What follows belongs to an exercise in optimizing a design on an open flow for small area, a short achievable clock period and few clock cycles per item; a production flow would make more cautious choices.
Where RTL was checked, it was by simulation tests only, not by an equivalence proof against the original.

==> flow/design.v <==
`timescale 1ns / 1ps
module SHA256(
  input clk,
  input [2:0] P,
  input [255:0] passwd_hash,
  input [71:0] start,
  output [71:0] hash,
  output done
);
localparam [31:0] IV0 = 32'h6a09e667, IV1 = 32'hbb67ae85, IV2 = 32'h3c6ef372, IV3 = 32'ha54ff53a,
                  IV4 = 32'h510e527f, IV5 = 32'h9b05688c, IV6 = 32'h1f83d9ab, IV7 = 32'h5be0cd19;
localparam [1:0] S_LOAD = 2'd0, S_RUN = 2'd1, S_DONE = 2'd2;
localparam [2047:0] KT = {
  32'hc67178f2, 32'hbef9a3f7, 32'ha4506ceb, 32'h90befffa,
  32'h8cc70208, 32'h84c87814, 32'h78a5636f, 32'h748f82ee,
  32'h682e6ff3, 32'h5b9cca4f, 32'h4ed8aa4a, 32'h391c0cb3,
  32'h34b0bcb5, 32'h2748774c, 32'h1e376c08, 32'h19a4c116,
  32'h106aa070, 32'hf40e3585, 32'hd6990624, 32'hd192e819,
  32'hc76c51a3, 32'hc24b8b70, 32'ha81a664b, 32'ha2bfe8a1,
  32'h92722c85, 32'h81c2c92e, 32'h766a0abb, 32'h650a7354,
  32'h53380d13, 32'h4d2c6dfc, 32'h2e1b2138, 32'h27b70a85,
  32'h14292967, 32'h06ca6351, 32'hd5a79147, 32'hc6e00bf3,
  32'hbf597fc7, 32'hb00327c8, 32'ha831c66d, 32'h983e5152,
  32'h76f988da, 32'h5cb0a9dc, 32'h4a7484aa, 32'h2de92c6f,
  32'h240ca1cc, 32'h0fc19dc6, 32'hefbe4786, 32'he49b69c1,
  32'hc19bf174, 32'h9bdc06a7, 32'h80deb1fe, 32'h72be5d74,
  32'h550c7dc3, 32'h243185be, 32'h12835b01, 32'hd807aa98,
  32'hab1c5ed5, 32'h923f82a4, 32'h59f111f1, 32'h3956c25b,
  32'he9b5dba5, 32'hb5c0fbcf, 32'h71374491, 32'h428a2f98};
function eqsum(input [31:0] x, input [31:0] y, input [31:0] p);
  reg [31:0] cy;
  begin
    cy = (x & y) | ((x | y) & ~p);
    eqsum = ((x ^ y ^ p) == {cy[30:0], 1'b0});
  end
endfunction
function [35:0] incdig(input [35:0] x);
  integer k;
  reg cyin;
  begin
    cyin = 1'b1;
    for (k = 0; k < 9; k = k + 1) begin
      if (cyin) begin
        if (x[4*k +: 4] == 4'd9) incdig[4*k +: 4] = 4'd0;
        else begin incdig[4*k +: 4] = x[4*k +: 4] + 4'd1; cyin = 1'b0; end
      end else incdig[4*k +: 4] = x[4*k +: 4];
    end
  end
endfunction
reg [35:0] dig;            
reg [31:0] a, b, c, d, e, f, g, hk, kr;
reg [511:0] w;             
reg [6:0] n;               
reg [5:0] rc;              
reg mv;                    
reg [5:0] cr;              
reg ld;                    
reg run, dn, first, vok;
reg [7:0] hp;              
reg done_r;
assign done = done_r;
assign hash = {4'h3, dig[35:32], 4'h3, dig[31:28], 4'h3, dig[27:24], 4'h3, dig[23:20],
               4'h3, dig[19:16], 4'h3, dig[15:12], 4'h3, dig[11:8], 4'h3, dig[7:4],
               4'h3, dig[3:0]};
wire init = (P == 3'd0);
wire srch = (P == 3'd2);
wire hit = &hp;            
wire lq = ld || (run && n == 7'd63 && !hit);
wire [35:0] nxt = first ? dig : incdig(dig);
wire [31:0] w0n = {4'h3, nxt[35:32], 4'h3, nxt[31:28], 4'h3, nxt[27:24], 4'h3, nxt[23:20]};
wire [31:0] w1n = {4'h3, nxt[19:16], 4'h3, nxt[15:12], 4'h3, nxt[11:8], 4'h3, nxt[7:4]};
wire [31:0] w2  = {4'h3, dig[3:0], 24'h800000};
wire [31:0] wm15 = w[31:0], wm14 = w[63:32], wm6 = w[319:288], wm1 = w[479:448];
wire [31:0] sg0 = {wm14[6:0], wm14[31:7]} ^ {wm14[17:0], wm14[31:18]} ^ (wm14 >> 3);
wire [31:0] sg1 = {wm1[16:0], wm1[31:17]} ^ {wm1[18:0], wm1[31:19]} ^ (wm1 >> 10);
wire [31:0] sch = sg1 + wm6 + sg0 + wm15;
reg [31:0] msg;
always @(*) begin
  case (n)
    7'd1: msg = w2;
    7'd14: msg = 32'h00000048;
    default: msg = 32'd0;
  endcase
end
wire [31:0] went = lq ? w1n : (n < 7'd15 ? msg : sch);
wire [31:0] hk_sum = g + kr + w[511:480];
wire [5:0] kn = mv ? (lq ? 6'd1 : n[5:0] + 6'd1) : n[5:0];
wire [31:0] hk_ld = {4'h0, nxt[35:32], 4'h0, nxt[31:28], 4'h0, nxt[27:24], 4'h0, nxt[23:20]} + 32'hce9b2ce1;
wire [31:0] S1 = {e[5:0], e[31:6]} ^ {e[10:0], e[31:11]} ^ {e[24:0], e[31:25]};
wire [31:0] S0 = {a[1:0], a[31:2]} ^ {a[12:0], a[31:13]} ^ {a[21:0], a[31:22]};
wire [31:0] ch = (e & f) ^ (~e & g);
wire [31:0] mj = (a & b) ^ (a & c) ^ (b & c);
wire [31:0] t1s = hk ^ S1 ^ ch;
wire [31:0] t1c = {(hk[30:0] & S1[30:0]) | (hk[30:0] & ch[30:0]) | (S1[30:0] & ch[30:0]), 1'b0};
wire [31:0] es = t1s ^ t1c ^ d;
wire [31:0] ec = {(t1s[30:0] & t1c[30:0]) | (t1s[30:0] & d[30:0]) | (t1c[30:0] & d[30:0]), 1'b0};
wire [31:0] e_new = es + ec;
wire [31:0] x2s = t1s ^ t1c ^ S0;
wire [31:0] x2c = {(t1s[30:0] & t1c[30:0]) | (t1s[30:0] & S0[30:0]) | (t1c[30:0] & S0[30:0]), 1'b0};
wire [31:0] x3s = x2s ^ x2c ^ mj;
wire [31:0] x3c = {(x2s[30:0] & x2c[30:0]) | (x2s[30:0] & mj[30:0]) | (x2c[30:0] & mj[30:0]), 1'b0};
wire [31:0] a_new = x3s + x3c;
reg [31:0] pa, pe, ia, ie;
always @(*) begin
  case (n[1:0])
    2'd2: begin pa = passwd_hash[159:128]; ia = IV3; pe = passwd_hash[31:0];   ie = IV7; end
    2'd3: begin pa = passwd_hash[191:160]; ia = IV2; pe = passwd_hash[63:32];  ie = IV6; end
    2'd0: begin pa = passwd_hash[223:192]; ia = IV1; pe = passwd_hash[95:64];  ie = IV5; end
    default: begin pa = passwd_hash[255:224]; ia = IV0; pe = passwd_hash[127:96]; ie = IV4; end
  endcase
end
wire [31:0] cya = (a & ia) | ((a | ia) & ~pa);
wire [31:0] ma = ~(a ^ ia ^ pa ^ {cya[30:0], 1'b0});
wire [31:0] cye = (e & ie) | ((e | ie) & ~pe);
wire [31:0] me = ~(e ^ ie ^ pe ^ {cye[30:0], 1'b0});
always @(posedge clk) begin
  a <= lq ? IV0 : (mv ? a_new : d);
  b <= lq ? IV1 : a;
  c <= lq ? IV2 : b;
  d <= lq ? IV3 : c;
  e <= lq ? IV4 : (mv ? e_new : g);
  f <= lq ? IV5 : e;
  g <= lq ? IV6 : f;
  if (mv) hk <= lq ? hk_ld : hk_sum;
  kr <= KT[{kn, 5'd0} +: 32];
  w[511:480] <= mv ? went : w[31:0];
  w[479:448] <= lq ? w0n : w[511:480];
  w[447:0] <= w[479:32];
  if (mv) hp <= {&ma[31:24], &ma[23:16], &ma[15:8], &ma[7:0], &me[31:24], &me[23:16], &me[15:8], &me[7:0]};
  if (init) begin
    rc <= 6'd47;
    mv <= 1'b0;
    cr <= 6'd0;
    dig <= {start[67:64], start[59:56], start[51:48], start[43:40], start[35:32],
            start[27:24], start[19:16], start[11:8], start[3:0]};
    first <= 1'b1;
    n <= 7'd0;
    ld <= 1'b1;
    run <= 1'b0;
    dn <= 1'b0;
    done_r <= 1'b0;
  end else begin
    cr <= cr + {5'd0, srch} - {5'd0, mv};
    mv <= (mv || rc == 6'd47) && (srch || cr > {5'd0, mv});
    if (!mv) rc <= (rc == 6'd47) ? 6'd0 : rc + 6'd1;
    if (srch && (dn || (mv && run && n == 7'd66 && vok && hit))) done_r <= 1'b1;
    if (mv) begin
      if (lq) begin
        dig <= nxt;
        first <= 1'b0;
        n <= 7'd1;
        ld <= 1'b0;
        run <= 1'b1;
      end else if (run) begin
        n <= n + 7'd1;
        if (n == 7'd64) vok <= hit;
        else vok <= vok && hit;
        if (n == 7'd66) begin
          run <= 1'b0;
          if (vok && hit) dn <= 1'b1;
          else begin
            ld <= 1'b1;
            n <= 7'd0;
          end
        end
      end
    end
  end
end
endmodule
export LEC_CHECK = 0
export CAP_MARGIN = 20
export CORE_MARGIN = 2
export CORE_UTILIZATION = 40
export SLEW_MARGIN = 20
export SYNTH_MEMORY_MAX_BITS = 8192
create_clock -name core_clock -period 15.0 [get_ports {clk}]
standard.sh (not shown) runs the stock make flow with config.mk's settings and CLKGATE_MAP_FILE= SYNTH_SCRIPT=/design/flow/synth_recipe.tcl, a recipe that flattens the netlist after the stock synthesis.
==> flow/flow/run.sh <==
#!/bin/bash
# Standard ORFS layout, with repair_timing aiming for more setup slack than the clock needs.
set -euo pipefail
bash standard.sh SETUP_SLACK_MARGIN=10.5 finish > standard.log 2>&1
Then changed:
--- a/flow/design.v
+++ b/flow/design.v
@@ -47,9 +47,9 @@
     end
   end
 endfunction
 reg [35:0] dig;            
-reg [31:0] a, b, c, d, e, f, g, hk, kr;
+reg [31:0] a, b, c, d, e, f, g, hk;
 reg [511:0] w;             
 reg [6:0] n;               
 reg [5:0] rc;              
 reg mv;                    
@@ -82,10 +82,9 @@
     default: msg = 32'd0;
   endcase
 end
 wire [31:0] went = lq ? w1n : (n < 7'd15 ? msg : sch);
-wire [31:0] hk_sum = g + kr + w[511:480];
-wire [5:0] kn = mv ? (lq ? 6'd1 : n[5:0] + 6'd1) : n[5:0];
+wire [31:0] hk_sum = g + KT[{n[5:0], 5'd0} +: 32] + w[511:480];
 wire [31:0] hk_ld = {4'h0, nxt[35:32], 4'h0, nxt[31:28], 4'h0, nxt[27:24], 4'h0, nxt[23:20]} + 32'hce9b2ce1;
 wire [31:0] S1 = {e[5:0], e[31:6]} ^ {e[10:0], e[31:11]} ^ {e[24:0], e[31:25]};
 wire [31:0] S0 = {a[1:0], a[31:2]} ^ {a[12:0], a[31:13]} ^ {a[21:0], a[31:22]};
 wire [31:0] ch = (e & f) ^ (~e & g);
@@ -121,9 +120,8 @@
   e <= lq ? IV4 : (mv ? e_new : g);
   f <= lq ? IV5 : e;
   g <= lq ? IV6 : f;
   if (mv) hk <= lq ? hk_ld : hk_sum;
-  kr <= KT[{kn, 5'd0} +: 32];
   w[511:480] <= mv ? went : w[31:0];
   w[479:448] <= lq ? w0n : w[511:480];
   w[447:0] <= w[479:32];
   if (mv) hp <= {&ma[31:24], &ma[23:16], &ma[15:8], &ma[7:0], &me[31:24], &me[23:16], &me[15:8], &me[7:0]};
Sequential cell count falls by 32.
Global-route usage went down by 0.39 points.
Register-to-register slack gets worse by 0.27 ns.
Cell area rose slightly.
Via count stays flat.
First-iteration DRC count shrinks by a little under a tenth.
Routed wire length falls by a few percent.
Die area falls slightly.
Non-clock buffer count is higher by 79.
Critical path depth is higher by 3.
Count of clock-buffer cells in the layout went down by 16.
Sequential share of layout area came out lower by 1.4 points.
Testbench counts after the change, summed over its fixed seeds: cycles 203,823, items 3,217.
Only the layout flow was run in the first run of this note; the RTL was not checked for function there.

---

== main ==
Another version of the RTL of SHA256 (not shown whole).
Size: about 4200 cells after synthesis, ~410 I/O pins, ~45000 um2 of cells after synthesis.
clock: 15.0 ns
lec_check: 0
cap_margin: 20
core_margin: 2
core_utilization: 50
slew_margin: 20
synth_hierarchical: 1
synth_memory_max_bits: 8192
==> flow/flow/run.sh <==
#!/bin/bash
# Standard ORFS layout, with repair_timing aiming for more setup slack than the clock needs,
# and clock tree synthesis without dummy loads.
set -euo pipefail
bash standard.sh SETUP_SLACK_MARGIN=10.3 "CTS_ARGS=-sink_clustering_enable -repair_clock_nets -dont_use_dummy_load" finish > standard.log 2>&1
Testbench counts of main, summed over its fixed seeds: cycles 200,798, items 3,217.
Input-level comparison between the feature branch and main:
--- a/flow/design.v
+++ b/flow/design.v
@@ -95,22 +95,24 @@
 wire [5:0] kn = mv ? (lq ? 6'd1 : n[5:0] + 6'd1) : n[5:0];
 wire [31:0] hk_ld = {4'h0, nxt[35:32], 4'h0, nxt[31:28], 4'h0, nxt[27:24], 4'h0, nxt[23:20]} + 32'hce9b2ce1;
 wire [31:0] S1 = {e[5:0], e[31:6]} ^ {e[10:0], e[31:11]} ^ {e[24:0], e[31:25]};
 wire [31:0] S0 = {a[1:0], a[31:2]} ^ {a[12:0], a[31:13]} ^ {a[21:0], a[31:22]};
 wire [31:0] ch = (e & f) ^ (~e & g);
 wire [31:0] mj = (a & b) ^ (a & c) ^ (b & c);
-wire [31:0] t1s = hk ^ S1 ^ ch;
-wire [31:0] t1c = {(hk[30:0] & S1[30:0]) | (hk[30:0] & ch[30:0]) | (S1[30:0] & ch[30:0]), 1'b0};
-wire [31:0] es = t1s ^ t1c ^ d;
-wire [31:0] ec = {(t1s[30:0] & t1c[30:0]) | (t1s[30:0] & d[30:0]) | (t1c[30:0] & d[30:0]), 1'b0};
+wire [31:0] u1s = hk ^ ch ^ d;
+wire [31:0] u1c = {(hk[30:0] & ch[30:0]) | (hk[30:0] & d[30:0]) | (ch[30:0] & d[30:0]), 1'b0};
+wire [31:0] es = u1s ^ u1c ^ S1;
+wire [31:0] ec = {(u1s[30:0] & u1c[30:0]) | (u1s[30:0] & S1[30:0]) | (u1c[30:0] & S1[30:0]), 1'b0};
 wire [31:0] e_new;
 add32 u_e (.x(es), .y(ec), .s(e_new));
-wire [31:0] x2s = t1s ^ t1c ^ S0;
-wire [31:0] x2c = {(t1s[30:0] & t1c[30:0]) | (t1s[30:0] & S0[30:0]) | (t1c[30:0] & S0[30:0]), 1'b0};
-wire [31:0] x3s = x2s ^ x2c ^ mj;
-wire [31:0] x3c = {(x2s[30:0] & x2c[30:0]) | (x2s[30:0] & mj[30:0]) | (x2c[30:0] & mj[30:0]), 1'b0};
+wire [31:0] v1s = hk ^ ch ^ mj;
+wire [31:0] v1c = {(hk[30:0] & ch[30:0]) | (hk[30:0] & mj[30:0]) | (ch[30:0] & mj[30:0]), 1'b0};
+wire [31:0] x2s = v1s ^ v1c ^ S1;
+wire [31:0] x2c = {(v1s[30:0] & v1c[30:0]) | (v1s[30:0] & S1[30:0]) | (v1c[30:0] & S1[30:0]), 1'b0};
+wire [31:0] x3s = x2s ^ x2c ^ S0;
+wire [31:0] x3c = {(x2s[30:0] & x2c[30:0]) | (x2s[30:0] & S0[30:0]) | (x2c[30:0] & S0[30:0]), 1'b0};
 wire [31:0] a_new;
 add32 u_a (.x(x3s), .y(x3c), .s(a_new));
 reg [31:0] pa, pe, ia, ie;
 always @(*) begin
   case (n[1:0])
     2'd1: begin pe = passwd_hash[31:0];  ie = IV7; pa = passwd_hash[255:224]; ia = IV0; end
### Flow results
[compare] base=main new=the feature branch: portion of the clock cycle consumed by the worst path in the final layout up 0.23 points; shortest period the worst path allows up 0.035 ns; core region area up 1.7%.
Of main and the feature branch, the higher layout cell share with drive strength beyond 1 belongs to main.
No functional check of the RTL was part of the feature branch.

---

Another version of the RTL of SHA256 (not shown whole).
For scale: ~4200 cells after synthesis, roughly 870 flip-flops, ~410 I/O pins, ~0.044 mm2 of cells after synthesis.
==> module add32, before the edit <==
module add32(
  input [31:0] x,
  input [31:0] y,
  output [31:0] s
);
wire [31:0] p0 = x ^ y;
wire [31:0] g0 = x & y;
reg [31:0] gg, pp, gn, pn;
integer i, l;
always @(*) begin
  gg = g0; pp = p0;
  for (l = 0; l < 5; l = l + 1) begin
    gn = gg; pn = pp;
    for (i = 0; i < 32; i = i + 1) begin
      if ((i >> l) & 1) begin
        gn[i] = gg[i] | (pp[i] & gg[((i >> l) << l) - 1]);
        pn[i] = pp[i] & pp[((i >> l) << l) - 1];
      end
    end
    gg = gn; pp = pn;
  end
end
assign s = p0 ^ {gg[30:0], 1'b0};
endmodule
==> flow/config.mk <==
export PLATFORM = sky130hd
export DESIGN_NAME = SHA256
export DESIGN_NICKNAME = SHA256
export VERILOG_FILES = /design/flow/design.v
export SDC_FILE = /design/flow/constraint.sdc
export NUM_CORES = 4
export LEC_CHECK = 0
export CAP_MARGIN = 20
export CORE_MARGIN = 2
export CORE_UTILIZATION = 40
export SLEW_MARGIN = 20
export SYNTH_HIERARCHICAL = 1
export SYNTH_MEMORY_MAX_BITS = 8192
==> flow/constraint.sdc <==
create_clock -name core_clock -period 15.0 [get_ports {clk}]
set_input_delay 3.0000 -clock core_clock [delete_from_list [all_inputs] [get_ports {clk}]]
set_output_delay 3.0000 -clock core_clock [all_outputs]
set_load 0.01 [all_outputs]
==> flow/flow/run.sh <==
#!/bin/bash
# Standard ORFS layout, with repair_timing aiming for more setup slack than the clock needs.
set -euo pipefail
bash standard.sh SETUP_SLACK_MARGIN=11 finish > standard.log 2>&1
Then changed:
--- a/flow/design.v
+++ b/flow/design.v
@@ -184,22 +184,5 @@
   input [31:0] y,
   output [31:0] s
 );
-wire [31:0] p0 = x ^ y;
-wire [31:0] g0 = x & y;
-reg [31:0] gg, pp, gn, pn;
-integer i, l;
-always @(*) begin
-  gg = g0; pp = p0;
-  for (l = 0; l < 5; l = l + 1) begin
-    gn = gg; pn = pp;
-    for (i = 0; i < 32; i = i + 1) begin
-      if ((i >> l) & 1) begin
-        gn[i] = gg[i] | (pp[i] & gg[((i >> l) << l) - 1]);
-        pn[i] = pp[i] & pp[((i >> l) << l) - 1];
-      end
-    end
-    gg = gn; pp = pn;
-  end
-end
-assign s = p0 ^ {gg[30:0], 1'b0};
+assign s = x + y;
 endmodule
- The new run went through all stages and came out clean
- wire length goes up by roughly a tenth
- first-iteration DRC count rose by a little under a tenth
- cell count grows by a few percent
- die area goes up by a few percent
No run of this note included a check of the RTL's function; only the layout flow was run.

-- what the ideal ports hide --
How much do the figures lean on ideal ports? The routed layouts below were timed once more, with nothing changed but the port constraints. Step 1, drivers: a clkbuf_16 drives clk and a buf_2 each remaining input, both assumed. Step 2, shift: input delay + t, output delay - t, t = (earliest + latest rising clock arrival at the registers) / 2. This alone moves slack from input paths to output paths. a / b / c = no drivers / after step 1 / after step 2; a / b = the first two.
| run | t, ns | setup WS [ns] | worst data-port slew with drivers (ns) | pins driven straight from the clock port |
|---|---|---|---|---|
| the first run of note 1 | 0.724 | 10.247 / 10.247 / 9.824 | 0.09 | 1 |
| the second run of note 1 | 0.715 | 9.976 / 9.976 / 9.787 | 0.08 | 1 |
| main | 0.704 | 10.316 / 10.297 / 9.690 | 0.11 | 1 |
| the feature branch | 0.706 | 10.281 / 10.297 / 9.600 | 0.11 | 1 |
| the first run of note 3 | 0.740 | 10.406 / 10.406 / 9.784 | 0.14 | 1 |
| the second run of note 3 | 0.742 | 10.554 / 10.505 / 9.841 | 0.10 | 1 |
After both steps every run listed still meets setup and hold. The setup slack of the second run of note 3, which loses most, moves by -0.049 ns with the drivers and by -0.713 ns with both steps.
